This design comes from an exercise in tuning for small area on the open sky130 flow, not from production work. At most, simulation tests tie the RTL to the original design; equivalence was not proved. No functional check of the RTL was part of runs 2 and 3. In every run shown here, the design's own scripts or RTL, not TritonCTS, make the clock network. The clock input has no modelled driver; a real chip could not lean on it and would need a root buffer or a full tree. No activity file was given, so power comes from the tool's default toggle rates.

==> flow/flow/run.sh <==
#!/bin/bash
# The standard layout (standard.sh), with:
#  - an area-oriented ABC mapping in synthesis (flow/my_synth.tcl, flow/area.abc);
#    registers are mapped exactly as in the standard synthesis
#  - the smallest buffer on every port
#  - a flat clock tree: after CTS, flow/post_cts.tcl replaces CTS's tree with
#    three clock buffers, each driving a third of the flip-flops
#  - no timing-driven buffering in global placement, and one tie cell for
#    the constant outputs
set -euo pipefail
W=$(pwd)
export MY_ABC_SCRIPT=$W/flow/area.abc
export FLOW_SYNTH_TCL=$W/synth_recipe.tcl
bash standard.sh SYNTH_SCRIPT=$W/flow/my_synth.tcl ADDER_MAP_FILE= SYNTH_INSBUF=0 \
  "BUFFER_PORTS_ARGS=-buffer_cell sky130_fd_sc_hd__buf_1" \
  GPL_TIMING_DRIVEN=0 SKIP_REPAIR_TIE_FANOUT=1 \
  POST_CTS_TCL=$W/flow/post_cts.tcl \
  "CTS_ARGS=-sink_clustering_enable -sink_clustering_size 30 -sink_clustering_max_diameter 200 -buf_list sky130_fd_sc_hd__clkbuf_4 -root_buf sky130_fd_sc_hd__clkbuf_4 -dont_use_dummy_load -repair_clock_nets" \
  finish > flow_make.log 2>&1
==> flow/flow/area.abc <==
strash; &get -n; &deepsyn -T 10; &dch -f; &nf -R 1000; &put; topo
==> flow/flow/my_synth.tcl <==
# The standard synthesis, with an area-oriented ABC script in place of
# ORFS's delay-oriented one.  Registers are mapped exactly as in the standard
# synthesis; only the combinational mapping differs.
proc abc {args} {
  set out {}
  set skip 0
  foreach a $args {
    if {$skip} { set skip 0; continue }
    if {$a eq "-script" || $a eq "-D" || $a eq "-constr"} { set skip 1; continue }
    lappend out $a
  }
  yosys abc -script $::env(MY_ABC_SCRIPT) {*}$out
}
source $::env(FLOW_SYNTH_TCL)
==> flow/flow/post_cts.tcl <==
# split a list of {iterm x y} into k groups of (nearly) equal size by recursive
# bisection, alternating the axis
proc my_split {g k axis} {
  if {$k <= 1} { return [list $g] }
  set k1 [expr {$k / 2}]
  set s [lsort -integer -index $axis $g]
  set h [expr {([llength $s] * $k1 + $k / 2) / $k}]
  set na [expr {3 - $axis}]
  return [concat [my_split [lrange $s 0 [expr {$h-1}]] $k1 $na] [my_split [lrange $s $h end] [expr {$k - $k1}] $na]]
}

# Replace the clock tree that CTS built with a flat one: the clock port drives
# NLEAF clock buffers, each driving an equal share of the flip-flops, split by
# recursive bisection of their placed locations.
proc my_clock_tree {nleaf leafcell} {
  set block [ord::get_db_block]
  set db [ord::get_db]
  set clknet [$block findNet clk_50M]
  # remove the buffers and nets CTS made
  foreach inst [$block getInsts] {
    set n [$inst getName]
    if {[string match "clkbuf_*" $n] || [string match "clkload*" $n]} {
      puts "removing $n [[$inst getMaster] getName]"
      foreach it [$inst getITerms] { $it disconnect }
      odb::dbInst_destroy $inst
    }
  }
  foreach net [$block getNets] {
    if {[string match "clknet_*" [$net getName]]} {
      foreach it [$net getITerms] { $it disconnect }
      odb::dbNet_destroy $net
    }
  }
  set sinks {}
  foreach inst [$block getInsts] {
    if {[string match "*__df*" [[$inst getMaster] getName]]} {
      set it [$inst findITerm CLK]
      $it disconnect
      set b [$inst getBBox]
      lappend sinks [list $it [expr {([$b xMin]+[$b xMax])/2}] [expr {([$b yMin]+[$b yMax])/2}]]
    }
  }
  set groups [my_split $sinks $nleaf 1]
  set master [$db findMaster $leafcell]
  set k 0
  foreach g $groups {
    set sx 0; set sy 0
    foreach s $g { set sx [expr {$sx + [lindex $s 1]}]; set sy [expr {$sy + [lindex $s 2]}] }
    set cx [expr {$sx / [llength $g]}]; set cy [expr {$sy / [llength $g]}]
    set inst [odb::dbInst_create $block $master "clkbuf_leaf_$k"]
    set net [odb::dbNet_create $block "clknet_leaf_$k"]
    $net setSigType CLOCK
    $inst setLocation $cx $cy
    $inst setPlacementStatus PLACED
    [$inst findITerm A] connect $clknet
    [$inst findITerm X] connect $net
    foreach s $g { [lindex $s 0] connect $net }
    puts "clock leaf $k: [llength $g] flip-flops at ($cx, $cy)"
    incr k
  }
}

my_clock_tree 3 sky130_fd_sc_hd__clkbuf_8
detailed_placement
check_placement -verbose
estimate_parasitics -placement
report_clock_skew
==> flow/standard.sh <==
#!/bin/bash
# synth_recipe.tcl (not shown) runs the flow's synth.tcl, then flattens the netlist and writes it again
# the make line also repeats each setting of config.mk as NAME=value (left out here)
make -C /OpenROAD-flow-scripts/flow DESIGN_CONFIG=/design/flow/config.mk WORK_HOME=/design/flow/orfs CLKGATE_MAP_FILE= SYNTH_SCRIPT=/design/flow/synth_recipe.tcl "${@:-finish}"
==> flow/config.mk <==
export PLATFORM = sky130hd
export DESIGN_NAME = t1b_ultrasonic
export DESIGN_NICKNAME = t1b_ultrasonic
export VERILOG_FILES = /design/flow/design.v
export SDC_FILE = /design/flow/constraint.sdc
export NUM_CORES = 4
export LEC_CHECK = 0
export CAP_MARGIN = 20
export CORE_MARGIN = 2
export CORE_UTILIZATION = 40
export SLEW_MARGIN = 20
==> flow/constraint.sdc <==
create_clock -name core_clock -period 20.0 [get_ports {clk_50M}]
set_input_delay 4.0000 -clock core_clock [delete_from_list [all_inputs] [get_ports {clk_50M}]]
set_output_delay 4.0000 -clock core_clock [all_outputs]
set_load 0.01 [all_outputs]
==> flow/design.v <==
module t1b_ultrasonic(
    input clk_50M, reset, echo_rx,
    output reg trig,
    output op,
    output wire [15:0] distance_out
);
localparam [19:0] LF_A = 20'h9d693;
localparam [19:0] LF_B = 20'h6cd59;
localparam [19:0] LF_C = 20'hceb49;
localparam [19:0] LF_R = 20'h01d39;
localparam [19:0] M_A = 20'hfefde;
localparam [19:0] M_B = 20'hedbff;
localparam [19:0] M_C = 20'h7f7ef;
localparam [8:0] U_P = 9'h100;
localparam [8:0] U_S = 9'h000;
localparam [8:0] U_E = 9'h017;
localparam [1:0] S_IDLE = 2'd0, S_WF = 2'd1, S_WAIT = 2'd2, S_MEAS = 2'd3;
reg [19:0] lf;
reg [1:0]  sub;
reg [10:0] dreg;
reg        det;
reg [8:0]  u;
reg [4:0]  p;
reg [10:0] q;
wire at_a = ((lf & M_A) == (LF_A & M_A));
wire at_b = ((lf & M_B) == (LF_B & M_B));
wire at_c = ((lf & M_C) == (LF_C & M_C));
wire meas = (sub == S_MEAS);
wire cnt  = meas & echo_rx & ~at_c;    
wire ovf  = (u == U_E);
wire lnext = (p == 5'd7) | (p == 5'd16);
wire ld  = meas & ~echo_rx & ~at_c;
wire clr = ((sub == S_IDLE) & at_b & ~echo_rx) |
           ((sub == S_WF) & ~echo_rx) |
           ((sub == S_WAIT) & at_c & ~echo_rx) |
           (meas & at_c);
always @(posedge clk_50M or negedge reset) begin
    if (!reset) begin
        lf   <= LF_R;
        sub  <= S_IDLE;
        trig <= 1'b0;
        dreg <= 11'd0;
        det  <= 1'b0;
    end else begin
        lf <= {lf[18:0], ~(lf[19] ^ lf[2]) ^ at_c};
        if (at_a) trig <= 1'b1;
        else if (at_b) trig <= 1'b0;
        case (sub)
            S_IDLE: if (at_b) sub <= S_WF;
            S_WF:   sub <= echo_rx ? S_MEAS : S_WAIT;
            S_WAIT: if (echo_rx) sub <= S_MEAS; else if (at_c) sub <= S_IDLE;
            default: if (~cnt) sub <= S_IDLE;
        endcase
        if (ld | clr) begin
            dreg <= ld ? q : 11'd0;
            det  <= ld & (q < 11'd70);
        end
    end
end
always @(posedge clk_50M) begin
    if (!cnt) begin
        u <= U_P;
        p <= 5'd0;
        q <= 11'd0;
    end else if (ovf) begin
        u <= lnext ? U_P : U_S;
        p <= (p == 5'd16) ? 5'd0 : p + 5'd1;
        q <= q + 11'd1;
    end else begin
        u <= {u[7:0], ~(u[8] ^ u[4])};
    end
end
assign op = det;
assign distance_out = {5'd0, dreg};
endmodule
==> impl_metrics.env, run 1 <==
export IMPL_yosys_warnings=1
export IMPL_ff2ff_path_depth=6
export IMPL_tightest_slew_ns=0.827
export IMPL_cp_data_arrival_time_ns=5.64
export IMPL_dr_pass1_iters=4
export IMPL_wl_per_cell_um=14.4
export IMPL_multi_input_area_um2=687
export IMPL_async_flop_share_pct=58.3
export IMPL_nFillCells=497
export IMPL_rows=26
export IMPL_start_util_pct=41.0
export IMPL_cap_violations=0
export IMPL_grt_overflow_total=0
export IMPL_routed_wl_um=3800
export IMPL_ys_flop_type="dfrtp_1"
export IMPL_grt_max_degree=36
export IMPL_synth_top_area_cell="dfrtp_1"
export IMPL_period_needed_ns=5.57
export IMPL_finalSetupViolCount=0
export IMPL_area_sequential_mm2=0.00139
export IMPL_ioPinCount=21
export IMPL_avgSynthCellArea_um2=11.8
export IMPL_drv_slew=0
export IMPL_worstSetupStartpointType="input port"
export IMPL_p_total_uw=195
export IMPL_grt_pass1_vias=1402
export IMPL_post_dp_hpwl_um=2690
export IMPL_die_x_um=76.1
export IMPL_instances_no_fill=264
export IMPL_final_common_cell="dfrtp_1"
export IMPL_diodes=0
export IMPL_syn_nets=179
export IMPL_slew_headroom_pct=44.6
export IMPL_worstReg2RegStart="lf[3]"
export IMPL_rsz0062_at_grt="no"
export IMPL_tns_ns=0
export IMPL_antenna_found_initial=0
export IMPL_syn_inst=176
export IMPL_grt_pass1_wl_um=6730
export IMPL_dp_cells=261
export IMPL_hold_path_class="reg -> reg"
export IMPL_hold_ws_ns=0.381
export IMPL_whs_endpoint="lf[4]"
export IMPL_yosysUniqueCellTypes=31
export IMPL_synth_edff_count=0
export IMPL_viasPerCell=5.32
export IMPL_drt_antenna_violating_nets=0
export IMPL_portBuffers=15
export IMPL_final_hold_viol_count=0
export IMPL_min_from="lf[3]"
export IMPL_core_mm2=0.00507
export IMPL_drtIter0Drc=78
export IMPL_critPathCaptureType="flop"
export IMPL_vdd_drop_max_v=0.0000593
export IMPL_reg2reg_slack_ns=17.06
export IMPL_hold_depth=0
export IMPL_cts_sinks=60
export IMPL_final_cell_mix="dfrtp_1 (27), dfxtp_1 (25), nor2_1 (22)"
export IMPL_gp_congestion=0.793
export IMPL_drc=0
export IMPL_p_per_area_mw_per_mm2=85.8
export IMPL_clk_latency_ns=0.17
export IMPL_crit_required_ns=20.07
export IMPL_worstSetupPathType="in -> reg"
export IMPL_num_vias=1405
export IMPL_synth_area_leaders="dfrtp_1 (32%), dfxtp_1 (24%), dfstp_2 (10%)"
export IMPL_final_nets=199
export IMPL_grt_total_usage_pct=14.5
export IMPL_area_growth_pct=9.21
export IMPL_r2r_end="u[5]"
export IMPL_die_h_um=76.1
export IMPL_post_route_util_pct=44.7
export IMPL_period_share_pct=27.9
export IMPL_synth_seq_area_share_pct=66.7
export IMPL_ys_ff_latch=60
export IMPL_critical_path_peak_fanout=20
export IMPL_die_area_mm2=0.00579
export IMPL_drive_gt1_share_pct=6.70
export IMPL_timing_fmax_mhz=179
export IMPL_total_leakage_power_nw=0.858
export IMPL_status="complete, no violations"
export IMPL_clkTransAtPathRegs_ns=0.11
export IMPL_skew_ns=0.00576
export IMPL_synth_top_area_share_pct=32.5
export IMPL_netlist_area_mm2=0.00208
## power breakdown
part           leakage [nW]  total [mW]  internal (mW)  switching, mW
Sequential            0.619       0.127          0.124        0.00297
Clock                0.0216      0.0416         0.0140         0.0276
Combinational         0.217      0.0257        0.00692         0.0188
## critical path, cell delays in order
cell and delay (ns):
buf_1 0.16, nand4b_1 0.68, a41o_1 0.52, a211o_1 0.27
## stage by stage
stage	worst slack [ns]	instance area [µm²]
global route	14.30	2270
detailed placement	14.21	2230
floorplan	14.78	2080
global placement	14.34	2220
finish	14.43	2270
## routing by layer
layer,vias to the layer above,share of wire (%),GRT usage (%)
met3,4,3.4,2.49
met1,700,47,19.8
met4,0,1.5,6.18
met2,24,48,22.9
met5,-,0,0
li1,677,-,-
## sequential cells by signal, summed over array words and instances, names as in the netlist
register / flops
sub: 2
q: 11
dreg: 11
trig: 1
u: 9
lf: 20
p: 5
det: 1
## worst max path at each step
stage | start | end | slack [ns] | cells after the start
after global placement | echo_rx | u[8] | 14.34 | 4
final | echo_rx | u[8] | 14.43 | 4
after detailed placement | echo_rx | u[8] | 14.21 | 4
after global routing | echo_rx | u[8] | 14.30 | 4
after floorplan | echo_rx | u[8] | 14.78 | 3
## cell usage after synthesis (all sizes together) (3+ instances only)
| library cell | count |
|---|---|
| dfrtp | 27 |
| dfxtp | 25 |
| nor2 | 22 |
| nor3 | 14 |
| a22o | 12 |
| nand2 | 11 |
| a21oi | 8 |
| dfstp | 8 |
| and2 | 5 |
| and4 | 4 |
| nand3 | 4 |
| nand4b | 4 |
| a211oi | 3 |
| clkinv | 3 |
| nor4bb | 3 |
| o21ai | 3 |
| xor2 | 3 |
## kinds of logic after synthesis
group / Yosys count / share of synthesized area, %
other: 1 / 0.180
AO/OA/AOI/OAI: 33 / 11.7
flip-flops: 60 / 66.7
buffers and inverters: 3 / 0.541
XOR/XNOR: 3 / 1.26
AND/OR/NAND/NOR: 76 / 19.7
## cell type report
class / instances / area share, %
Tap cell: 70 / 3.86
Sequential cell: 60 / 61.0
Inverter: 3 / 0.496
Buffer: 3 / 1.82
Multi-Input combinational cell: 113 / 30.2
Timing Repair Buffer: 15 / 2.53
==> run 2, diff against run 1 <==
--- a/flow/design.v
+++ b/flow/design.v
@@ -58,7 +58,7 @@
     end
 end
 always @(posedge clk_50M) begin
-    if (!cnt) begin
+    if (!meas) begin
         u <= U_P;
         p <= 5'd0;
         q <= 11'd0;
==> flow/flow/area.abc (replaced) <==
strash; &get -n; &deepsyn -T 10; &dch -f; &nf -R 1000; &put; &get -n; &dch -f; &nf -R 1000; &put; topo
==> run 2 against run 1 <==
Against the previous run:
- cell count decreased by 2.3%
- sequential share of layout area increased by 0.82 points
- maximum frequency increased by 9.4%
- register-to-register slack improved by 0.13 ns
- highest routed layer unchanged
- synthesized cell count decreased by 3.4%
==> impl_metrics.env, run 2 <==
export IMPL_cp_data_arrival_time_ns=5.20
export IMPL_grt_max_degree=36
export IMPL_cap_violations=0
export IMPL_async_flop_share_pct=58.3
export IMPL_die_area_mm2=0.00570
export IMPL_rsz0062_at_grt="no"
export IMPL_yosysUniqueCellTypes=26
export IMPL_crit_required_ns=20.11
export IMPL_worstSetupStartpointType="input port"
export IMPL_post_route_util_pct=44.7
export IMPL_avgSynthCellArea_um2=12.0
export IMPL_netlist_area_mm2=0.00204
export IMPL_synth_edff_count=0
export IMPL_drt_antenna_violating_nets=0
export IMPL_worstSetupPathType="in -> reg"
export IMPL_nFillCells=485
export IMPL_num_vias=1366
export IMPL_post_synth_top_count_cell="dfrtp_1"
export IMPL_largest_reg_flops=20
export IMPL_gp_congestion=0.781
export IMPL_grt_total_usage_pct=14.0
export IMPL_multi_input_area_um2=664
export IMPL_grt_pass1_vias=1336
export IMPL_cts_sinks=60
export IMPL_ys_ff_latch=60
export IMPL_rows=26
export IMPL_drtIter0Drc=65
export IMPL_clkTransAtPathRegs_ns=0.11
export IMPL_routed_wl_um=3640
export IMPL_area_sequential_mm2=0.00139
export IMPL_final_setup_worst_slack_ns=14.91
export IMPL_p_total_uw=180
export IMPL_critical_path_peak_fanout=12
export IMPL_pre_cts_ws_ns=14.69
export IMPL_area_growth_pct=9.68
export IMPL_finalSetupViolCount=0
export IMPL_dp_cells=255
export IMPL_period_share_pct=25.5
export IMPL_grt_pass1_wl_um=6020
export IMPL_skew_ns=0.00666
export IMPL_syn_nets=173
export IMPL_viasPerCell=5.29
export IMPL_antenna_found_initial=0
export IMPL_final_nets=193
export IMPL_die_h_um=75.5
export IMPL_ys_flop_type="dfrtp_1"
export IMPL_start_util_pct=40.8
export IMPL_wl_per_cell_um=14.1
export IMPL_drive_gt1_share_pct=7.45
export IMPL_synth_top_area_share_pct=33.1
export IMPL_final_cell_mix="dfrtp_1 (27), dfxtp_1 (25), nor2_1 (14), a21oi_1 (14), buf_1 (14)"
export IMPL_hold_path_class="reg -> reg"
export IMPL_portBuffers=15
export IMPL_synth_area_leaders="dfrtp_1 (33%), dfxtp_1 (24%), dfstp_2 (10%)"
export IMPL_drv_slew=0
export IMPL_synth_top_area_cell="dfrtp_1"
export IMPL_tightest_slew_ns=0.801
export IMPL_ioPinCount=21
export IMPL_post_dp_hpwl_um=2530
export IMPL_instances_no_fill=258
export IMPL_synth_common_cells="dfrtp_1 (27), dfxtp_1 (25), a21oi_1 (14), nor2_1 (14), nor3_1 (13)"
export IMPL_diodes=0
export IMPL_regMostFlops="lf"
export IMPL_dr_pass1_iters=4
export IMPL_status="complete, no violations"
export IMPL_synth_seq_area_share_pct=67.9
export IMPL_clk_latency_ns=0.17
export IMPL_vdd_drop_max_v=0.0000434
export IMPL_core_mm2=0.00501
export IMPL_die_x_um=75.5
export IMPL_final_hold_viol_count=0
export IMPL_final_common_cell="dfrtp_1"
export IMPL_timing_fmax_mhz=196
export IMPL_critPathCaptureType="flop"
export IMPL_tns_ns=0
export IMPL_yosys_warnings=1
export IMPL_period_needed_ns=5.09
export IMPL_drc=0
export IMPL_total_leakage_power_nw=0.915
export IMPL_grt_overflow_total=0
export IMPL_syn_inst=170
export IMPL_slew_headroom_pct=46.4
export IMPL_p_per_area_mw_per_mm2=80.4
export IMPL_largestRegisters="lf x20, dreg x11, q x11"
-- run 2: cell count changes after synthesis, moves of 3 or more --
cell / previous run / this run
a21o_1: 0 / 3
and2_0: 5 / 8
nand2_1: 11 / 7
and4_1: 4 / 0
a21oi_1: 8 / 14
o21a_1: 0 / 5
nor4_1: 1 / 4
a211oi_1: 3 / 0
and3_1: 2 / 9
nor2_1: 22 / 14
o21ai_0: 3 / 0
-- run 2: logic make-up after synthesis --
family / count (synthesis) / synth area share [%]
buffers and inverters: 1 / 0.184
AND/OR/NAND/NOR: 69 / 18.2
AO/OA/AOI/OAI: 36 / 12.3
flip-flops: 60 / 67.9
XOR/XNOR: 3 / 1.29
other: 1 / 0.184
-- run 2: cell type report --
cell class / instances / area share [%]
plain buffers: 3 / 1.84
well taps: 70 / 3.91
repair buffers: 15 / 2.57
flip-flops and latches: 60 / 61.9
inverters: 1 / 0.168
multi-input cells: 109 / 29.6
-- run 2: metrics by stage --
stage          hold WS [ns]  area [µm²]
3_5_place_dp          0.367        2190
2_1_floorplan         0.358        2040
5_1_grt               0.389        2240
6_report              0.383        2240
3_3_place_gp          0.365        2190
-- run 2: metal layers --
metal  vias up  GRT usage, %  share of wire [%]
met5         -             0                  0
met4         0          3.70               0.80
met3         3          4.37                3.5
met2        20          23.5                 50
met1       690          17.7                 46
li1        653             -                  -
-- run 2: final timing paths --
check                              from        to  slack [ns]  depth (start not counted)
worst max-delay path            echo_rx  dreg[10]       14.91                          4
worst min-delay path              lf[3]     lf[4]        0.38                          0
worst max register to register     u[4]     q[10]       17.19                         10
worst min register to register    lf[3]     lf[4]        0.38                          0
max in group asynchronous         reset     lf[7]       15.64                          1
min in group asynchronous         reset      trig        3.89                          1
-- run 2: worst max-delay path: stages --
cell and delay (ns):
buf_1 0.19, a21oi_1 0.12, nor2_1 0.62, a22o_1 0.26
-- run 2: power breakdown --
group | total, mW | switching, mW | internal [mW]
clock network | 0.0418 | 0.0278 | 0.0140
registers | 0.125 | 0.00167 | 0.123
logic | 0.0134 | 0.00955 | 0.00385
==> run 3, diff against run 2 <==
--- a/flow/design.v
+++ b/flow/design.v
@@ -22,9 +22,10 @@
 reg [8:0]  u;
 reg [4:0]  p;
 reg [10:0] q;
-wire at_a = ((lf & M_A) == (LF_A & M_A));
 wire at_b = ((lf & M_B) == (LF_B & M_B));
 wire at_c = ((lf & M_C) == (LF_C & M_C));
+reg at_c_d;
+always @(posedge clk_50M) at_c_d <= at_c;
 wire meas = (sub == S_MEAS);
 wire cnt  = meas & echo_rx & ~at_c;    
 wire ovf  = (u == U_E);
@@ -43,8 +44,7 @@
         det  <= 1'b0;
     end else begin
         lf <= {lf[18:0], ~(lf[19] ^ lf[2]) ^ at_c};
-        if (at_a) trig <= 1'b1;
-        else if (at_b) trig <= 1'b0;
+        trig <= (at_c_d & (lf[1] == 1'b1)) | (trig & ~at_b);
         case (sub)
             S_IDLE: if (at_b) sub <= S_WF;
             S_WF:   sub <= echo_rx ? S_MEAS : S_WAIT;
==> run 3 against run 2 <==
Against the previous run:
- wire length shrank 5.1%
- synthesized cell count shrank 3.5%
- global-route usage shrank 0.53 points
- combinational power shrank 85%
- total power shrank 7.7%
- die area shrank 0.58%
- sequential power is essentially flat
- synthesized area shrank 0.61%
- clock skew grew 0.0043 ns
- critical path depth shrank 1
==> impl_metrics.env, run 3 <==
export IMPL_status="complete, no violations"
export IMPL_yosys_warnings=1
export IMPL_rows=25
export IMPL_syn_inst=164
export IMPL_slew_headroom_pct=38.0
export IMPL_synth_seq_area_share_pct=69.3
export IMPL_p_per_area_mw_per_mm2=74.9
export IMPL_finalSetupViolCount=0
export IMPL_final_hold_viol_count=0
export IMPL_ff2ff_path_depth=6
export IMPL_die_h_um=75.3
export IMPL_tns_ns=0
export IMPL_p_total_uw=166
export IMPL_wl_per_cell_um=13.9
export IMPL_diodes=0
export IMPL_pwr_share_seq_pct=73.8
export IMPL_gp_congestion=0.758
export IMPL_final_common_cell="dfrtp_1"
export IMPL_avgSynthCellArea_um2=12.4
export IMPL_cpMaxStageDelayCell="nor3_2"
export IMPL_startpoint="echo_rx"
export IMPL_grt_total_usage_pct=13.5
export IMPL_reg2reg_slack_ns=17.37
export IMPL_dr_pass1_iters=4
export IMPL_synth_common_cells="dfrtp_1 (27), dfxtp_1 (26), nor2_1 (15), a22o_1 (11), nor3_1 (11)"
export IMPL_grt_max_degree=36
export IMPL_clkPwrFrac_pct=25.0
export IMPL_die_area_mm2=0.00566
export IMPL_post_dp_hpwl_um=2430
export IMPL_largest_reg_flops=20
export IMPL_timing_fmax_mhz=202
export IMPL_drive_gt1_share_pct=7.14
export IMPL_synth_area_leaders="dfrtp_1 (33%), dfxtp_1 (26%), dfstp_2 (10%)"
export IMPL_post_route_util_pct=46.1
export IMPL_crit_required_ns=20.12
export IMPL_total_leakage_power_nw=0.876
export IMPL_tightest_slew_ns=0.923
export IMPL_switching_power_uw=29.4
export IMPL_synth_top_area_cell="dfrtp_1"
export IMPL_area_growth_pct=9.24
export IMPL_intPower_uw=137
export IMPL_instances_no_fill=249
export IMPL_synth_top_area_share_pct=33.3
export IMPL_grt_pass1_wl_um=5820
export IMPL_worstReg2RegStart="u[5]"
export IMPL_yosysUniqueCellTypes=30
export IMPL_largestRegisters="lf x20, dreg x11, q x11"
export IMPL_drt_antenna_violating_nets=0
export IMPL_period_share_pct=24.8
export IMPL_final_nets=187
export IMPL_cts_sinks=61
export IMPL_cap_violations=0
export IMPL_crit_path_end="det"
export IMPL_rsz0062_at_grt="no"
export IMPL_grt_overflow_total=0
export IMPL_ioPinCount=21
export IMPL_post_synth_top_count_cell="dfrtp_1"
export IMPL_period_needed_ns=4.95
export IMPL_worstSetupStartpointType="input port"
export IMPL_drtIter0Drc=48
export IMPL_start_util_pct=42.2
export IMPL_syn_nets=167
export IMPL_async_flop_share_pct=57.4
export IMPL_viasPerCell=5.15
export IMPL_ys_ff_latch=61
export IMPL_skew_ns=0.0110
export IMPL_final_cell_mix="dfrtp_1 (27), dfxtp_1 (26), nor2_1 (15)"
export IMPL_r2r_end="u[8]"
export IMPL_regMostFlops="lf"
export IMPL_grt_pass1_vias=1258
export IMPL_worstSetupPathType="in -> reg"
export IMPL_routed_wl_um=3460
export IMPL_vdd_drop_max_v=0.0000610
export IMPL_drv_slew=0
export IMPL_num_vias=1282
export IMPL_hold_depth=0
export IMPL_path_cells="buf_1, nor3_2, a32o_1"
export IMPL_hold_path_class="reg -> reg"
export IMPL_die_x_um=75.3
export IMPL_core_mm2=0.00482
export IMPL_antenna_found_initial=0
export IMPL_p_comb_share_pct=1.2
export IMPL_p_sw_share_pct=17.7
export IMPL_synth_edff_count=0
export IMPL_dp_cells=246
export IMPL_cp_data_arrival_time_ns=5.07
export IMPL_slowest_delay_ns=0.68
export IMPL_clk_latency_ns=0.17
export IMPL_clkTransAtPathRegs_ns=0.12
export IMPL_netlist_area_mm2=0.00203
export IMPL_ys_flop_type="dfrtp_1"
export IMPL_critical_path_peak_fanout=12
export IMPL_drc=0
export IMPL_portBuffers=15
export IMPL_critPathCaptureType="flop"
## run 3: cell count changes after synthesis, sizes merged, moves of 3 or more
cell / change
nor2b: -3
nand2: -4
clkinv: +3
a21oi: -4
a21o: -3
## run 3: metrics by stage
step | hold WS [ns] | area (µm²) | setup slack, ns
floorplan | 0.346 | 2030 | 14.97
global placement | 0.357 | 2170 | 14.49
detailed placement | 0.359 | 2180 | 14.84
global route | 0.376 | 2220 | 14.96
finish | 0.371 | 2220 | 15.05
## run 3: cell type report
type	instances	area (µm²)
fillers	464	2600
flip-flops and latches	61	1410
multi-input cells	99	614
well taps	67	83.8
repair buffers	15	57.6
plain buffers	3	41.3
inverters	4	15.0
## run 3: cells by family after synthesis
family                 count (synthesis)  share of synthesized area (%)
multiplexers                           1                          0.554
AND/OR/NAND/NOR                       59                           15.3
AO/OA/AOI/OAI                         34                           12.2
flip-flops                            61                           69.3
buffers and inverters                  4                          0.739
XOR/XNOR                               4                           1.73
other                                  1                          0.185
## run 3: power groups by stage
| stage | registers (mW) | clock network [mW] | logic (mW) |
|---|---|---|---|
| after floorplan | 0.125 | 0 | 0.000456 |
| after global placement | 0.125 | 0 | 0.00191 |
| after detailed placement | 0.125 | 0 | 0.00208 |
| after global routing | 0.123 | 0.0486 | 0.00236 |
| final | 0.123 | 0.0416 | 0.00200 |
## run 3: worst min path at each step
stage / startpoint / to / slack, ns
floorplan: lf[7] / lf[8] / 0.35
global placement: lf[3] / lf[4] / 0.36
detailed placement: lf[3] / lf[4] / 0.36
global route: lf[4] / lf[5] / 0.38
finish: lf[4] / lf[5] / 0.37
## run 3: layer usage
metal | wire (µm) | GRT usage [%] | vias to the layer above
met2 | 1700 | 23.1 | 12
met3 | 102 | 2.81 | 4
met5 | 0 | 0 | -
li1 | - | - | 630
met4 | 43 | 3.70 | 0
met1 | 1620 | 17.4 | 636
## run 3: worst max-delay path, delay by kind of cell
kind / cells / cell delay, ns
AO/OA/AOI/OAI: 1 / 0.26
buffers and inverters: 1 / 0.13
AND/OR/NAND/NOR: 1 / 0.68
==> run 4, diff against run 3 <==
--- a/flow/design.v
+++ b/flow/design.v
@@ -14,6 +14,7 @@
 localparam [8:0] U_P = 9'h100;
 localparam [8:0] U_S = 9'h000;
 localparam [8:0] U_E = 9'h017;
+localparam [8:0] M_U = 9'h0bd;    
 localparam [1:0] S_IDLE = 2'd0, S_WF = 2'd1, S_WAIT = 2'd2, S_MEAS = 2'd3;
 reg [19:0] lf;
 reg [1:0]  sub;
@@ -28,8 +29,8 @@
 always @(posedge clk_50M) at_c_d <= at_c;
 wire meas = (sub == S_MEAS);
 wire cnt  = meas & echo_rx & ~at_c;    
-wire ovf  = (u == U_E);
-wire lnext = (p == 5'd7) | (p == 5'd16);
+wire ovf  = ((u & M_U) == (U_E & M_U));
+wire lnext = p[4] | (p[3:0] == 4'd7);
 wire ld  = meas & ~echo_rx & ~at_c;
 wire clr = ((sub == S_IDLE) & at_b & ~echo_rx) |
            ((sub == S_WF) & ~echo_rx) |
@@ -64,7 +65,7 @@
         q <= 11'd0;
     end else if (ovf) begin
         u <= lnext ? U_P : U_S;
-        p <= (p == 5'd16) ? 5'd0 : p + 5'd1;
+        p <= p[4] ? 5'd0 : p + 5'd1;
         q <= q + 11'd1;
     end else begin
         u <= {u[7:0], ~(u[8] ^ u[4])};
==> run 4 against run 3 <==
Against the previous run:
- combinational power increased to 5.6 times the previous value
- total power increased by 9.1%
- clock skew decreased by 0.0017 ns
- global-route usage decreased by 0.13 points
- die area decreased by 1.3%
- wire length decreased by 4.3%
- register-to-register slack got worse by 0.35 ns
- clock power increased by 4%
- sequential power increased by 3%
- synthesized area decreased by 1.4%
- sequential share of layout area increased by 0.83 points
- setup slack got worse by 0.085 ns
- highest routed layer unchanged
==> impl_metrics.env, run 4 <==
export IMPL_status="complete, no violations"
export IMPL_final_nets=184
export IMPL_worstSetupPathType="in -> reg"
export IMPL_synth_common_cells="dfrtp_1 (27), dfxtp_1 (26), a21oi_1 (13), nor2_1 (13), a22o_1 (12)"
export IMPL_critical_path_peak_fanout=12
export IMPL_critPathCaptureType="flop"
export IMPL_antenna_found_initial=0
export IMPL_dr_pass1_iters=4
export IMPL_post_synth_top_count_cell="dfrtp_1"
export IMPL_dpl_instance_area_mm2=0.00215
export IMPL_drv_slew=0
export IMPL_die_x_um=74.7
export IMPL_syn_inst=161
export IMPL_clkTransAtPathRegs_ns=0.11
export IMPL_synth_top_area_cell="dfrtp_1"
export IMPL_clk_latency_ns=0.17
export IMPL_vdd_drop_max_v=0.0000592
export IMPL_hold_path_class="reg -> reg"
export IMPL_avgSynthCellArea_um2=12.4
export IMPL_final_common_cell="dfrtp_1"
export IMPL_async_flop_share_pct=57.4
export IMPL_grt_max_degree=36
export IMPL_diodes=0
export IMPL_p_per_area_mw_per_mm2=82.8
export IMPL_grt_pass1_wl_um=5560
export IMPL_drive_gt1_share_pct=7.26
export IMPL_area_sequential_mm2=0.00141
export IMPL_tightest_slew_ns=1.01
export IMPL_final_cell_mix="dfrtp_1 (27), dfxtp_1 (26), buf_1 (14)"
export IMPL_tns_ns=0
export IMPL_die_area_mm2=0.00559
export IMPL_synth_area_leaders="dfrtp_1 (34%), dfxtp_1 (26%), dfstp_2 (11%)"
export IMPL_syn_nets=164
export IMPL_regMostFlops="lf"
export IMPL_rows=25
export IMPL_crit_required_ns=20.11
export IMPL_ys_flop_type="dfrtp_1"
export IMPL_cts_sinks=61
export IMPL_grt_overflow_total=0
export IMPL_routed_wl_um=3310
export IMPL_grt_pass1_vias=1208
export IMPL_drtIter0Drc=102
export IMPL_grt_total_usage_pct=13.3
export IMPL_synth_seq_area_share_pct=70.3
export IMPL_final_hold_viol_count=0
export IMPL_netlist_area_mm2=0.00200
export IMPL_period_needed_ns=5.04
export IMPL_synth_top_area_share_pct=33.8
export IMPL_ys_ff_latch=61
export IMPL_nFillCells=463
export IMPL_total_leakage_power_nw=0.891
export IMPL_largest_reg_flops=20
export IMPL_final_setup_worst_slack_ns=14.96
export IMPL_num_vias=1250
export IMPL_portBuffers=15
export IMPL_yosysUniqueCellTypes=26
export IMPL_post_dp_hpwl_um=2310
export IMPL_gp_congestion=0.715
export IMPL_slew_headroom_pct=32.4
export IMPL_wl_per_cell_um=13.4
export IMPL_largestRegisters="lf x20, dreg x11, q x11"
export IMPL_drt_antenna_violating_nets=0
export IMPL_start_util_pct=41.8
export IMPL_cp_data_arrival_time_ns=5.15
export IMPL_multi_input_area_um2=586
export IMPL_core_mm2=0.00479
export IMPL_synth_edff_count=0
export IMPL_drc=0
export IMPL_die_h_um=74.7
export IMPL_post_route_util_pct=45.8
export IMPL_skew_ns=0.00923
export IMPL_finalSetupViolCount=0
export IMPL_postLayoutCellArea_mm2=0.00219
export IMPL_cap_violations=0
export IMPL_timing_fmax_mhz=198
export IMPL_viasPerCell=5.08
export IMPL_worstSetupStartpointType="input port"
export IMPL_ioPinCount=21
export IMPL_rsz0062_at_grt="no"
export IMPL_pre_cts_ws_ns=14.74
export IMPL_period_share_pct=25.2
export IMPL_area_growth_pct=9.38
export IMPL_yosys_warnings=1
==> run 4: cell types whose count changed in the layout (fill, tap and decap cells not counted), sizes merged, moves of 2 or more <==
cell	delta
nand2b	-2
and3	-2
o21a	-3
nor2	-2
a211oi	-2
nor4	-2
a21oi	+3
o21ai	+8
and2	+2
nor3	-3
==> run 4: area by class of cell <==
| class | count | share of cell area, % |
|---|---|---|
| multi-input combinational | 96 | 26.7 |
| buffer | 3 | 1.89 |
| sequential | 61 | 64.2 |
| inverter | 4 | 0.686 |
| timing repair buffer | 15 | 2.63 |
| tap | 67 | 3.83 |
==> run 4: logic make-up (layout without fill, tap and decap cells) <==
logic type | Yosys count | count (layout) | synth area share [%]
simple gates | 50 | 50 | 13.3
buf+inv | 4 | 22 | 0.750
mux | 1 | 1 | 0.500
flops | 61 | 61 | 70.3
xor+xnor | 5 | 5 | 2.19
compound gates | 39 | 39 | 12.8
other cells | 1 | 1 | 0.187
==> run 4: metal layers <==
| layer | track usage [%] | vias to the layer above | wire length, µm |
|---|---|---|---|
| met1 | 17.4 | 613 | 1590 |
| met2 | 21.8 | 19 | 1550 |
| met4 | 5.36 | 0 | 65 |
| met3 | 2.81 | 6 | 103 |
| met5 | 0 | - | 0 |
| li1 | - | 612 | - |
==> run 4: path summary, 6_finish.rpt <==
kind | from | end | slack (ns) | depth (start not counted)
max | echo_rx | dreg[9] | 14.96 | 5
min | lf[10] | lf[11] | 0.37 | 0
max reg2reg | u[4] | q[10] | 17.02 | 10
min reg2reg | lf[10] | lf[11] | 0.37 | 0
max in group asynchronous | reset | lf[15] | 15.64 | 1
min in group asynchronous | reset | dreg[1] | 3.87 | 1
==> run 4: where the power goes <==
part | internal [mW] | switching (mW) | leakage (nW)
sequential | 0.125 | 0.00181 | 0.627
combinational | 0.00287 | 0.00836 | 0.243
clock | 0.0141 | 0.0293 | 0.0216
==> run 4: stage by stage <==
stage | total power, mW | std cells | hold slack (ns)
2_1_floorplan | 0.136 | 161 | 0.346
3_3_place_gp | 0.140 | 243 | 0.357
3_5_place_dp | 0.141 | 243 | 0.359
5_1_grt | 0.189 | 246 | 0.377
6_report | 0.181 | 246 | 0.373
==> run 4: worst max-delay path: stages <==
cell and delay (ns):
buf_1 0.16, clkinv_1 0.14, o211ai_1 0.23, o21a_1 0.42, a22o_1 0.20
==> run 5, diff against run 4 <==
--- a/flow/design.v
+++ b/flow/design.v
@@ -14,7 +14,6 @@
 localparam [8:0] U_P = 9'h100;
 localparam [8:0] U_S = 9'h000;
 localparam [8:0] U_E = 9'h017;
-localparam [8:0] M_U = 9'h0bd;    
 localparam [1:0] S_IDLE = 2'd0, S_WF = 2'd1, S_WAIT = 2'd2, S_MEAS = 2'd3;
 reg [19:0] lf;
 reg [1:0]  sub;
@@ -23,14 +22,13 @@
 reg [8:0]  u;
 reg [4:0]  p;
 reg [10:0] q;
+wire at_a = ((lf & M_A) == (LF_A & M_A));
 wire at_b = ((lf & M_B) == (LF_B & M_B));
 wire at_c = ((lf & M_C) == (LF_C & M_C));
-reg at_c_d;
-always @(posedge clk_50M) at_c_d <= at_c;
 wire meas = (sub == S_MEAS);
 wire cnt  = meas & echo_rx & ~at_c;    
-wire ovf  = ((u & M_U) == (U_E & M_U));
-wire lnext = p[4] | (p[3:0] == 4'd7);
+wire ovf  = (u == U_E);
+wire lnext = (p == 5'd7) | (p == 5'd16);
 wire ld  = meas & ~echo_rx & ~at_c;
 wire clr = ((sub == S_IDLE) & at_b & ~echo_rx) |
            ((sub == S_WF) & ~echo_rx) |
@@ -45,7 +43,8 @@
         det  <= 1'b0;
     end else begin
         lf <= {lf[18:0], ~(lf[19] ^ lf[2]) ^ at_c};
-        trig <= (at_c_d & (lf[1] == 1'b1)) | (trig & ~at_b);
+        if (at_a) trig <= 1'b1;
+        else if (at_b) trig <= 1'b0;
         case (sub)
             S_IDLE: if (at_b) sub <= S_WF;
             S_WF:   sub <= echo_rx ? S_MEAS : S_WAIT;
@@ -59,13 +58,13 @@
     end
 end
 always @(posedge clk_50M) begin
-    if (!meas) begin
+    if (!cnt) begin
         u <= U_P;
         p <= 5'd0;
         q <= 11'd0;
     end else if (ovf) begin
         u <= lnext ? U_P : U_S;
-        p <= p[4] ? 5'd0 : p + 5'd1;
+        p <= (p == 5'd16) ? 5'd0 : p + 5'd1;
         q <= q + 11'd1;
     end else begin
         u <= {u[7:0], ~(u[8] ^ u[4])};
--- a/flow/flow/run.sh
+++ b/flow/flow/run.sh
@@ -4,7 +4,7 @@
 #    registers are mapped exactly as in the standard synthesis
 #  - the smallest buffer on every port
 #  - a flat clock tree: after CTS, flow/post_cts.tcl replaces CTS's tree with
-#    three clock buffers, each driving a third of the flip-flops
+#    two clock buffers, each driving half of the flip-flops
 #  - no timing-driven buffering in global placement, and one tie cell for
 #    the constant outputs
 set -euo pipefail
==> flow/flow/area.abc (replaced) <==
strash; &get -n; &deepsyn -T 10; &dch -f; &nf -R 1000; &put; topo
--- a/flow/flow/post_cts.tcl
+++ b/flow/flow/post_cts.tcl
@@ -60,7 +60,7 @@
   }
 }
 
-my_clock_tree 3 sky130_fd_sc_hd__clkbuf_8
+my_clock_tree 2 sky130_fd_sc_hd__clkbuf_16
 detailed_placement
 check_placement -verbose
 estimate_parasitics -placement
==> run 5 against run 4 <==
Against the previous run:
- wire length rose by 15%
- cell count rose by 6.9%
- maximum frequency fell by 9.7%
- sequential power barely moved
- via count rose by 13%
- clock power rose by 7.6%
- critical path type unchanged
- critical endpoint is now u[8]
- final area rose by 4.1%
==> impl_metrics.env, run 5 <==
export IMPL_crit_required_ns=20.07
export IMPL_instances_no_fill=263
export IMPL_worstSetupStartpointType="input port"
export IMPL_cap_violations=0
export IMPL_worstSetupPathType="in -> reg"
export IMPL_syn_inst=176
export IMPL_die_x_um=76.1
export IMPL_vdd_drop_max_v=0.0000454
export IMPL_tns_ns=0
export IMPL_grt_max_degree=36
export IMPL_cpMaxStageDelayCell="nand4b_1"
export IMPL_clk_latency_ns=0.17
export IMPL_worst_path_buf_inv=1
export IMPL_netlist_area_mm2=0.00208
export IMPL_synth_common_cells="dfrtp_1 (27), dfxtp_1 (25), nor2_1 (22), nor3_1 (14), a22o_1 (12)"
export IMPL_critical_path_peak_fanout=20
export IMPL_critPathTopFamily="compound AO/OA/AOI/OAI gates"
export IMPL_p_per_area_mw_per_mm2=87.8
export IMPL_portBuffers=15
export IMPL_grt_total_usage_pct=14.1
export IMPL_grt_busiest_layer="met2"
export IMPL_timing_fmax_mhz=179
export IMPL_post_synth_top_count_cell="dfrtp_1"
export IMPL_post_route_util_pct=44.9
export IMPL_cp_data_arrival_time_ns=5.64
export IMPL_final_hold_viol_count=0
export IMPL_gp_congestion=0.793
export IMPL_viasPerCell=5.35
export IMPL_final_setup_worst_slack_ns=14.42
export IMPL_status="complete, no violations"
export IMPL_period_share_pct=27.9
export IMPL_final_cell_mix="dfrtp_1 (27), dfxtp_1 (25), nor2_1 (22)"
export IMPL_grt_pass1_wl_um=6670
export IMPL_slew_headroom_pct=44.2
export IMPL_grt_pass1_vias=1403
export IMPL_avgSynthCellArea_um2=11.8
export IMPL_area_growth_pct=9.63
export IMPL_die_h_um=76.1
export IMPL_pre_cts_ws_ns=14.21
export IMPL_synth_edff_count=0
export IMPL_synth_area_leaders="dfrtp_1 (32%), dfxtp_1 (24%), dfstp_2 (10%)"
export IMPL_final_nets=198
export IMPL_grt_overflow_total=0
export IMPL_ioPinCount=21
export IMPL_drtIter0Drc=80
export IMPL_dr_pass1_iters=5
export IMPL_diodes=0
export IMPL_syn_nets=179
export IMPL_critPathCaptureType="flop"
export IMPL_core_mm2=0.00507
export IMPL_yosysUniqueCellTypes=31
export IMPL_tightest_slew_ns=0.832
export IMPL_post_dp_hpwl_um=2690
export IMPL_total_leakage_power_nw=0.861
export IMPL_path_cells="buf_1, nand4b_1, a41o_1, a211o_1"
export IMPL_die_area_mm2=0.00579
export IMPL_largest_reg_flops=20
export IMPL_drive_gt1_share_pct=6.22
export IMPL_drt_antenna_violating_nets=0
export IMPL_met1_usage_pct=19.7
export IMPL_skew_ns=0.00683
export IMPL_hold_path_class="reg -> reg"
export IMPL_cts_sinks=60
export IMPL_antenna_found_initial=0
export IMPL_synth_top_area_cell="dfrtp_1"
export IMPL_clkTransAtPathRegs_ns=0.11
export IMPL_period_needed_ns=5.58
export IMPL_rows=26
export IMPL_synth_seq_area_share_pct=66.7
export IMPL_rsz0062_at_grt="no"
export IMPL_synth_top_area_share_pct=32.5
export IMPL_ys_ff_latch=60
export IMPL_async_flop_share_pct=58.3
export IMPL_wl_per_cell_um=14.5
export IMPL_gr_usage_met2_pct=22.9
export IMPL_regMostFlops="lf"
export IMPL_finalSetupViolCount=0
export IMPL_yosys_warnings=1
export IMPL_reg2reg_slack_ns=17.06
export IMPL_dp_cells=261
export IMPL_drv_slew=0
export IMPL_hold_ws_ns=0.380
export IMPL_final_common_cell="dfrtp_1"
export IMPL_slowest_delay_ns=0.69
export IMPL_ys_flop_type="dfrtp_1"
export IMPL_num_vias=1407
export IMPL_routed_wl_um=3810
export IMPL_use_met3_pct=2.84
export IMPL_largestRegisters="lf x20, dreg x11, q x11"
export IMPL_start_util_pct=41.0
export IMPL_drc=0
run 5: final timing paths:
check	startpoint	to	cells after the start
hold / removal	lf[3]	lf[4]	0
min in group asynchronous	reset	lf[14]	1
setup reg to reg	lf[3]	u[5]	6
setup / recovery	echo_rx	u[8]	4
max in group asynchronous	reset	dreg[9]	1
hold reg to reg	lf[3]	lf[4]	0
run 5: power breakdown:
part,switching [mW],internal (mW),leakage [nW]
Sequential,0.00291,0.124,0.619
Clock,0.0282,0.0185,0.0246
Combinational,0.0191,0.00692,0.217
Total,0.0502,0.150,0.861
run 5: stage by stage:
step / total power, mW / cell area [µm²]
after floorplan: 0.147 / 2080
after global placement: 0.153 / 2220
after detailed placement: 0.156 / 2230
after global routing: 0.210 / 2280
final: 0.200 / 2280
run 5: final cells by class:
class / count / area [µm²]
Inverter: 3 / 11.3
Timing Repair Buffer: 15 / 57.6
Fill cell: 493 / 2800
Sequential cell: 60 / 1390
Tap cell: 70 / 87.6
Buffer: 2 / 50.0
Multi-Input combinational cell: 113 / 687
run 5: metal layers:
layer / part of all wire, % / wire [µm] / up-vias
met1: 48 / 1820 / 702
li1: - / - / 677
met3: 3.6 / 139 / 6
met4: 1.4 / 53 / 0
met5: 0 / 0 / -
met2: 47 / 1800 / 22
run 5: cell families after synthesis:
logic type             count (synthesis)  share of synthesized area, %
AO/OA/AOI/OAI                         33                          11.7
XOR/XNOR                               3                          1.26
buffers and inverters                  3                         0.541
flip-flops                            60                          66.7
other                                  1                         0.180
AND/OR/NAND/NOR                       76                          19.7
run 5: worst register-to-register path, cell delays in order, from the launching register on:
cell and delay (ns):
dfstp_2 0.55, nor4bb_1 0.27, nor4bb_1 0.36, nor4bb_1 0.55
nand4b_1 0.67, nor2_1 0.22, and2_0 0.22
==> run 6, diff against run 5 <==
--- a/flow/design.v
+++ b/flow/design.v
@@ -14,6 +14,7 @@
 localparam [8:0] U_P = 9'h100;
 localparam [8:0] U_S = 9'h000;
 localparam [8:0] U_E = 9'h017;
+localparam [8:0] M_U = 9'h0bd;    
 localparam [1:0] S_IDLE = 2'd0, S_WF = 2'd1, S_WAIT = 2'd2, S_MEAS = 2'd3;
 reg [19:0] lf;
 reg [1:0]  sub;
@@ -22,13 +23,14 @@
 reg [8:0]  u;
 reg [4:0]  p;
 reg [10:0] q;
-wire at_a = ((lf & M_A) == (LF_A & M_A));
 wire at_b = ((lf & M_B) == (LF_B & M_B));
 wire at_c = ((lf & M_C) == (LF_C & M_C));
+reg at_c_d;
+always @(posedge clk_50M) at_c_d <= at_c;
 wire meas = (sub == S_MEAS);
 wire cnt  = meas & echo_rx & ~at_c;    
-wire ovf  = (u == U_E);
-wire lnext = (p == 5'd7) | (p == 5'd16);
+wire ovf  = ((u & M_U) == (U_E & M_U));
+wire lnext = p[4] | (p[3:0] == 4'd7);
 wire ld  = meas & ~echo_rx & ~at_c;
 wire clr = ((sub == S_IDLE) & at_b & ~echo_rx) |
            ((sub == S_WF) & ~echo_rx) |
@@ -43,8 +45,7 @@
         det  <= 1'b0;
     end else begin
         lf <= {lf[18:0], ~(lf[19] ^ lf[2]) ^ at_c};
-        if (at_a) trig <= 1'b1;
-        else if (at_b) trig <= 1'b0;
+        trig <= (at_c_d & (lf[1] == 1'b1)) | (trig & ~at_b);
         case (sub)
             S_IDLE: if (at_b) sub <= S_WF;
             S_WF:   sub <= echo_rx ? S_MEAS : S_WAIT;
@@ -58,13 +59,13 @@
     end
 end
 always @(posedge clk_50M) begin
-    if (!cnt) begin
+    if (!meas) begin
         u <= U_P;
         p <= 5'd0;
         q <= 11'd0;
     end else if (ovf) begin
         u <= lnext ? U_P : U_S;
-        p <= (p == 5'd16) ? 5'd0 : p + 5'd1;
+        p <= p[4] ? 5'd0 : p + 5'd1;
         q <= q + 11'd1;
     end else begin
         u <= {u[7:0], ~(u[8] ^ u[4])};
--- a/flow/flow/run.sh
+++ b/flow/flow/run.sh
@@ -4,7 +4,8 @@
 #    registers are mapped exactly as in the standard synthesis
 #  - the smallest buffer on every port
 #  - a flat clock tree: after CTS, flow/post_cts.tcl replaces CTS's tree with
-#    two clock buffers, each driving half of the flip-flops
+#    three clkbuf_8 (or, if their slew would be too close to the limit, two
+#    clkbuf_16), each driving an equal share of the flip-flops
 #  - no timing-driven buffering in global placement, and one tie cell for
 #    the constant outputs
 set -euo pipefail
==> flow/flow/area.abc (replaced) <==
strash; &get -n; &deepsyn -T 10; &dch -f; &nf -R 1000; &put; &get -n; &dch -f; &nf -R 1000; &put; topo
--- a/flow/flow/post_cts.tcl
+++ b/flow/flow/post_cts.tcl
@@ -60,8 +60,33 @@
   }
 }
 
-my_clock_tree 2 sky130_fd_sc_hd__clkbuf_16
-detailed_placement
+# largest estimated slew at a flip-flop clock pin
+proc my_max_clk_slew {} {
+  estimate_parasitics -placement
+  set mx 0.0
+  foreach inst [[ord::get_db_block] getInsts] {
+    if {[string match "*__df*" [[$inst getMaster] getName]]} {
+      set s [get_property [get_pins [$inst getName]/CLK] slew_max]
+      if {$s > $mx} { set mx $s }
+    }
+  }
+  return $mx
+}
+
+proc my_clock_tree_fit {} {
+  my_clock_tree 3 sky130_fd_sc_hd__clkbuf_8
+  detailed_placement
+  set s [my_max_clk_slew]
+  puts "clock tree: 3 x clkbuf_8, estimated max clock-pin slew $s"
+  if {$s > 0.115} {
+    my_clock_tree 2 sky130_fd_sc_hd__clkbuf_16
+    detailed_placement
+    set s [my_max_clk_slew]
+    puts "clock tree: 2 x clkbuf_16, estimated max clock-pin slew $s"
+  }
+}
+
+my_clock_tree_fit
 check_placement -verbose
 estimate_parasitics -placement
 report_clock_skew
==> run 6 against run 5 <==
Against the previous run:
- die area down 3.5%
- critical endpoint is now dreg[0]
- synthesized cell count down 8.5%
- highest routed layer unchanged
- sequential share of layout area up 3.2 points
- clock skew down 0.0034 ns
- utilization up 1.0 points
- critical path type unchanged
- maximum frequency up 11%
- register-to-register slack worse by 0.04 ns
- total power down 7.8%
- sequential power about the same
- clock power about the same
- synthesized area down 3.7%
- setup slack better by 0.54 ns
==> impl_metrics.env, run 6 <==
export IMPL_status="complete, no violations"
export IMPL_cts_sinks=61
export IMPL_largest_reg_flops=20
export IMPL_final_common_cell="dfrtp_1"
export IMPL_synth_compound_area_share_pct=12.8
export IMPL_drv_slew=0
export IMPL_cap_violations=0
export IMPL_top_layer_used="met4"
export IMPL_num_vias=1228
export IMPL_skew_ns=0.00341
export IMPL_die_area_mm2=0.00559
export IMPL_drt_antenna_violating_nets=0
export IMPL_tns_ns=0
export IMPL_reg2reg_slack_ns=17.02
export IMPL_ys_ff_latch=61
export IMPL_final_cell_mix="dfrtp_1 (27), dfxtp_1 (26), buf_1 (14)"
export IMPL_post_dp_hpwl_um=2310
export IMPL_grt_pass1_vias=1191
export IMPL_synthAdderAreaFrac_pct=0
export IMPL_p_per_area_mw_per_mm2=83.9
export IMPL_hold_depth=0
export IMPL_met2_length_um=1540
export IMPL_total_leakage_power_nw=0.894
export IMPL_crit_required_ns=20.11
export IMPL_finalSetupViolCount=0
export IMPL_dpl_instance_area_mm2=0.00215
export IMPL_start_util_pct=41.8
export IMPL_netlist_area_mm2=0.00200
export IMPL_clk_latency_ns=0.16
export IMPL_syn_inst=161
export IMPL_final_setup_worst_slack_ns=14.96
export IMPL_worstSetupStartpointType="input port"
export IMPL_synthMuxAreaShare_pct=0.500
export IMPL_whs_endpoint="lf[11]"
export IMPL_async_flop_share_pct=57.4
export IMPL_synth_edff_count=0
export IMPL_slew_headroom_pct=31.9
export IMPL_antenna_found_initial=0
export IMPL_min_from="lf[10]"
export IMPL_critical_path_peak_fanout=12
export IMPL_ff2ff_path_depth=10
export IMPL_rows=25
export IMPL_diodes=0
export IMPL_yosys_area_share_simple_pct=13.3
export IMPL_grt_max_degree=36
export IMPL_dr_pass1_iters=4
export IMPL_tightest_slew_ns=1.01
export IMPL_drc=0
export IMPL_core_mm2=0.00479
export IMPL_post_synth_top_count_cell="dfrtp_1"
export IMPL_yosys_warnings=1
export IMPL_die_h_um=74.7
export IMPL_critPathCaptureType="flop"
export IMPL_route_met3_wl_um=112
export IMPL_viasPerCell=5.01
export IMPL_grt_overflow_total=0
export IMPL_cp_data_arrival_time_ns=5.15
export IMPL_synth_top_area_share_pct=33.8
export IMPL_synth_common_cells="dfrtp_1 (27), dfxtp_1 (26), a21oi_1 (13), nor2_1 (13), a22o_1 (12)"
export IMPL_regMostFlops="lf"
export IMPL_routed_wl_um=3200
export IMPL_synth_seq_area_share_pct=70.3
export IMPL_synth_top_area_cell="dfrtp_1"
export IMPL_area_growth_pct=9.81
export IMPL_wl_met1_um=1530
export IMPL_timing_fmax_mhz=198
export IMPL_hold_path_class="reg -> reg"
export IMPL_p_total_uw=185
export IMPL_hold_ws_ns=0.372
export IMPL_wl_per_cell_um=13.1
export IMPL_postLayoutCellArea_mm2=0.00220
export IMPL_drive_gt1_share_pct=6.74
export IMPL_period_needed_ns=5.04
export IMPL_rsz0062_at_grt="no"
export IMPL_drtIter0Drc=86
export IMPL_final_hold_viol_count=0
export IMPL_final_nets=183
export IMPL_clkTransAtPathRegs_ns=0.10
export IMPL_die_x_um=74.7
export IMPL_synth_top_family_by_area="simple AND/OR/NAND/NOR gates"
export IMPL_worstReg2RegStart="u[4]"
export IMPL_vdd_drop_max_v=0.0000427
export IMPL_worstSetupPathType="in -> reg"
export IMPL_synthXorXnorAreaFrac_pct=2.19
export IMPL_syn_nets=164
export IMPL_yosysUniqueCellTypes=26
export IMPL_pre_cts_ws_ns=14.74
export IMPL_portBuffers=15
export IMPL_largestRegisters="lf x20, dreg x11, q x11"
export IMPL_r2r_end="q[10]"
export IMPL_grt_total_usage_pct=13.0
export IMPL_avgSynthCellArea_um2=12.4
export IMPL_period_share_pct=25.2
export IMPL_synth_area_leaders="dfrtp_1 (34%), dfxtp_1 (26%), dfstp_2 (11%)"
export IMPL_grt_pass1_wl_um=5550
export IMPL_ys_flop_type="dfrtp_1"
export IMPL_ioPinCount=21
export IMPL_gp_congestion=0.715
run 6: changes by cell type after synthesis, moves of 3 or more:
cell      delta
and3_1       +4
nand2_1      -8
and2_0       +4
nor2_1       -9
nor3_1       -6
o21ai_0      +7
nor4bb_1     -3
a21oi_1      +5
a211oi_1     -3
and4_1       -4
run 6: area by class of cell:
class	instances	area, µm²
fill	461	2590
sequential	61	1410
multi-input combinational	96	586
tap	67	83.8
timing repair buffer	15	57.6
buffer	2	50.0
inverter	4	15.0
run 6: cell families after synthesis:
kind of cell / count (synthesis)
other: 1
AOI/OAI and AO/OA: 39
buffers and inverters: 4
muxes: 1
and+or+nand+nor: 50
xor gates and xnor gates: 5
DFF: 61
run 6: worst max-delay path: stages:
cell and delay [ns]:
buf_1 0.16, clkinv_1 0.14, o211ai_1 0.23, o21a_1 0.42
a22o_1 0.20
run 6: how the worst max path moves through the flow:
stage          startpoint      end  slack, ns
2_1_floorplan     echo_rx      det      14.97
3_3_place_gp        reset   lf[14]      14.43
3_5_place_dp      echo_rx  dreg[9]      14.74
5_1_grt           echo_rx  dreg[6]      14.83
6_report          echo_rx  dreg[0]      14.96
run 6: routing by layer:
layer,track usage (%),vias to the layer above
met5,0,-
met4,2.38,0
met3,3.21,3
met2,21.6,20
met1,17.7,595
li1,-,610
run 6: per-stage QoR:
stage                     std cells  util, %
after floorplan                 161        -
after global placement          243     44.8
after detailed placement        243     44.9
after global routing            245     45.9
final                           245     45.9
run 6: where the power goes:
part           total, mW  switching [mW]  internal, mW
Combinational     0.0112         0.00835       0.00288
Clock             0.0467          0.0282        0.0185
Sequential         0.127         0.00181         0.125
==> run 7, diff against run 6 <==
--- a/flow/flow/run.sh
+++ b/flow/flow/run.sh
@@ -6,6 +6,7 @@
 #  - a flat clock tree: after CTS, flow/post_cts.tcl replaces CTS's tree with
 #    three clkbuf_8 (or, if their slew would be too close to the limit, two
 #    clkbuf_16), each driving an equal share of the flip-flops
+#  - a denser placement (shorter clock wires)
 #  - no timing-driven buffering in global placement, and one tie cell for
 #    the constant outputs
 set -euo pipefail
@@ -14,7 +15,7 @@
 export FLOW_SYNTH_TCL=$W/synth_recipe.tcl
 bash standard.sh SYNTH_SCRIPT=$W/flow/my_synth.tcl ADDER_MAP_FILE= SYNTH_INSBUF=0 \
   "BUFFER_PORTS_ARGS=-buffer_cell sky130_fd_sc_hd__buf_1" \
-  GPL_TIMING_DRIVEN=0 SKIP_REPAIR_TIE_FANOUT=1 \
+  GPL_TIMING_DRIVEN=0 SKIP_REPAIR_TIE_FANOUT=1 CORE_UTILIZATION=65 PLACE_DENSITY=0.8 \
   POST_CTS_TCL=$W/flow/post_cts.tcl \
   "CTS_ARGS=-sink_clustering_enable -sink_clustering_size 30 -sink_clustering_max_diameter 200 -buf_list sky130_fd_sc_hd__clkbuf_4 -root_buf sky130_fd_sc_hd__clkbuf_4 -dont_use_dummy_load -repair_clock_nets" \
   finish > flow_make.log 2>&1
==> run 7 against run 6 <==
Against the previous run:
- register-to-register slack improved by 0.20 ns
- sequential share of layout area increased by 1.1 points
- sequential power about the same
- combinational power about the same
- utilization increased by 27 points
- wire length increased by 6.9%
- setup slack got worse by 0.063 ns
- critical endpoint is now dreg[9]
- largest power group unchanged
==> impl_metrics.env, run 7 <==
export IMPL_p_total_uw=184
export IMPL_post_route_util_pct=72.6
export IMPL_switching_power_uw=38.0
export IMPL_tns_ns=0
export IMPL_grt_busiest_layer="met2"
export IMPL_synth_seq_area_share_pct=70.3
export IMPL_pwr_share_seq_pct=68.8
export IMPL_cts_sinks=61
export IMPL_met1_usage_pct=30.5
export IMPL_status="complete, no violations"
export IMPL_skew_ns=0.00775
export IMPL_drc=0
export IMPL_regMostFlops="lf"
export IMPL_syn_inst=161
export IMPL_drtIter0Drc=63
export IMPL_timing_fmax_mhz=196
export IMPL_cpMaxStageDelayCell="o21a_1"
export IMPL_final_nets=183
export IMPL_final_cell_mix="dfrtp_1 (27), dfxtp_1 (26), buf_1 (14)"
export IMPL_dp_cells=209
export IMPL_total_leakage_power_nw=0.899
export IMPL_crit_required_ns=20.11
export IMPL_drt_antenna_violating_nets=0
export IMPL_largest_reg_flops=20
export IMPL_synth_edff_count=0
export IMPL_synth_top_area_share_pct=33.8
export IMPL_worst_path_buf_inv=2
export IMPL_grt_max_degree=36
export IMPL_p_comb_share_pct=6.0
export IMPL_critical_path_peak_fanout=12
export IMPL_worstSetupPathType="in -> reg"
export IMPL_viasPerCell=6.01
export IMPL_grt_pass1_vias=1206
export IMPL_synth_area_leaders="dfrtp_1 (34%), dfxtp_1 (26%), dfstp_2 (11%)"
export IMPL_portBuffers=15
export IMPL_die_h_um=59.5
export IMPL_grt_total_usage_pct=21.1
export IMPL_final_hold_viol_count=0
export IMPL_clkTransAtPathRegs_ns=0.10
export IMPL_final_common_cell="dfrtp_1"
export IMPL_synth_common_cells="dfrtp_1 (27), dfxtp_1 (26), a21oi_1 (13), nor2_1 (13), a22o_1 (12)"
export IMPL_diodes=0
export IMPL_instances_no_fill=211
export IMPL_start_util_pct=67.2
export IMPL_final_setup_worst_slack_ns=14.90
export IMPL_drv_slew=0
export IMPL_p_sw_share_pct=20.6
export IMPL_antenna_found_initial=0
export IMPL_rows=20
export IMPL_area_growth_pct=7.94
export IMPL_path_cells="buf_1, clkinv_1, o211ai_1, o21a_1, a22o_1"
export IMPL_gp_congestion=0.767
export IMPL_clkPwrFrac_pct=25.2
export IMPL_period_needed_ns=5.10
export IMPL_critPathCaptureType="flop"
export IMPL_async_flop_share_pct=57.4
export IMPL_netlist_area_mm2=0.00200
export IMPL_worstSetupStartpointType="input port"
export IMPL_cap_violations=0
export IMPL_avgSynthCellArea_um2=12.4
export IMPL_yosys_warnings=1
export IMPL_period_share_pct=25.5
export IMPL_intPower_uw=146
export IMPL_pre_cts_ws_ns=14.75
export IMPL_syn_nets=164
export IMPL_hold_path_class="reg -> reg"
export IMPL_num_vias=1269
export IMPL_p_per_area_mw_per_mm2=85.3
export IMPL_slew_headroom_pct=49.4
export IMPL_vdd_drop_max_v=0.0000656
export IMPL_ys_flop_type="dfrtp_1"
export IMPL_finalSetupViolCount=0
export IMPL_use_met3_pct=4.15
export IMPL_largestRegisters="lf x20, dreg x11, q x11"
export IMPL_die_area_mm2=0.00354
export IMPL_die_x_um=59.5
export IMPL_rsz0062_at_grt="no"
export IMPL_grt_pass1_wl_um=5600
export IMPL_ys_ff_latch=61
export IMPL_routed_wl_um=3420
export IMPL_core_mm2=0.00298
export IMPL_yosysUniqueCellTypes=26
export IMPL_clk_latency_ns=0.17
export IMPL_critPathTopFamily="compound AO/OA/AOI/OAI gates"
export IMPL_grt_overflow_total=0
export IMPL_cp_data_arrival_time_ns=5.21
export IMPL_post_dp_hpwl_um=2310
export IMPL_dr_pass1_iters=4
export IMPL_slowest_delay_ns=0.45
export IMPL_synth_top_area_cell="dfrtp_1"
export IMPL_wl_per_cell_um=16.2
export IMPL_tightest_slew_ns=0.755
export IMPL_drive_gt1_share_pct=7.30
export IMPL_post_synth_top_count_cell="dfrtp_1"
export IMPL_ioPinCount=21
export IMPL_gr_usage_met2_pct=33.9
## run 7: metrics by stage
step / hold slack, ns / cell area, µm²
2_1_floorplan: 0.346 / 2000
3_3_place_gp: 0.356 / 2100
3_5_place_dp: 0.358 / 2110
5_1_grt: 0.380 / 2160
6_report: 0.373 / 2160
## run 7: per-layer routing
metal	vias to the layer above	wire length, µm
li1	608	-
met1	636	1600
met2	25	1700
met3	0	117
met4	0	0
met5	-	0
## run 7: path summary, 6_finish.rpt
check                        start  endpoint  slack [ns]  cells past startpoint
min                         lf[11]    lf[12]        0.37                      0
max reg2reg                   u[5]     q[10]       17.22                     10
max                        echo_rx   dreg[9]       14.90                      5
min in group asynchronous    reset   dreg[3]        3.86                      1
min reg2reg                 lf[11]    lf[12]        0.37                      0
max in group asynchronous    reset    lf[18]       15.67                      1
## run 7: layout make-up
class | count | area, µm²
plain buffers | 2 | 50.0
fillers | 214 | 817
inverters | 4 | 15.0
multi-input cells | 96 | 591
flip-flops and latches | 61 | 1410
well taps | 33 | 41.3
repair buffers | 15 | 57.6
## run 7: cell families after synthesis
logic type	Yosys count	synth area share [%]
XOR/XNOR	5	2.19
AND/OR/NAND/NOR	50	13.3
AO/OA/AOI/OAI	39	12.8
flip-flops	61	70.3
buffers and inverters	4	0.750
other	1	0.187
multiplexers	1	0.500
## run 7: power by group through the flow
stage | Sequential (mW) | Combinational [mW] | Clock, mW
floorplan | 0.129 | 0.00662 | 0
detailed placement | 0.129 | 0.0112 | 0
global route | 0.127 | 0.0125 | 0.0506
finish | 0.127 | 0.0110 | 0.0464
global placement | 0.129 | 0.0106 | 0

-- separate check: timing with driven ports --
How much do the figures lean on ideal ports? The routed layouts below were timed once more, with nothing changed but the port constraints.
Step 1, drivers: a clkbuf_16 drives clk_50M and a buf_2 each remaining input, both assumed.
Step 2 moves the port delays by t, midway between the first and last clock arrival at a register: inputs arrive t later, outputs are due t later. That takes back most of the time a late clock gives input paths.
Slacks: no drivers / after step 1 / after step 2; pairs: no drivers / after step 1.
| run | t, ns | slack for setup (ns) | worst setup path after step 2 | pins driven straight from the clock port |
|---|---|---|---|---|
| run 1 | 0.210 | 14.428 / 14.436 / 14.226 | input to register | 3 |
| run 2 | 0.210 | 14.907 / 14.910 / 14.700 | input to register | 3 |
| run 3 | 0.209 | 15.047 / 15.062 / 14.853 | input to register | 3 |
| run 4 | 0.216 | 14.962 / 14.986 / 14.770 | input to register | 3 |
| run 5 | 0.211 | 14.424 / 14.432 / 14.221 | input to register | 2 |
| run 6 | 0.207 | 14.959 / 14.980 / 14.773 | input to register | 2 |
| run 7 | 0.207 | 14.895 / 14.915 / 14.708 | input to register | 2 |
After both steps setup and hold are still met in every run listed. The setup slack of run 2, which loses most, moves by +0.003 ns with the drivers and by -0.207 ns with both steps.
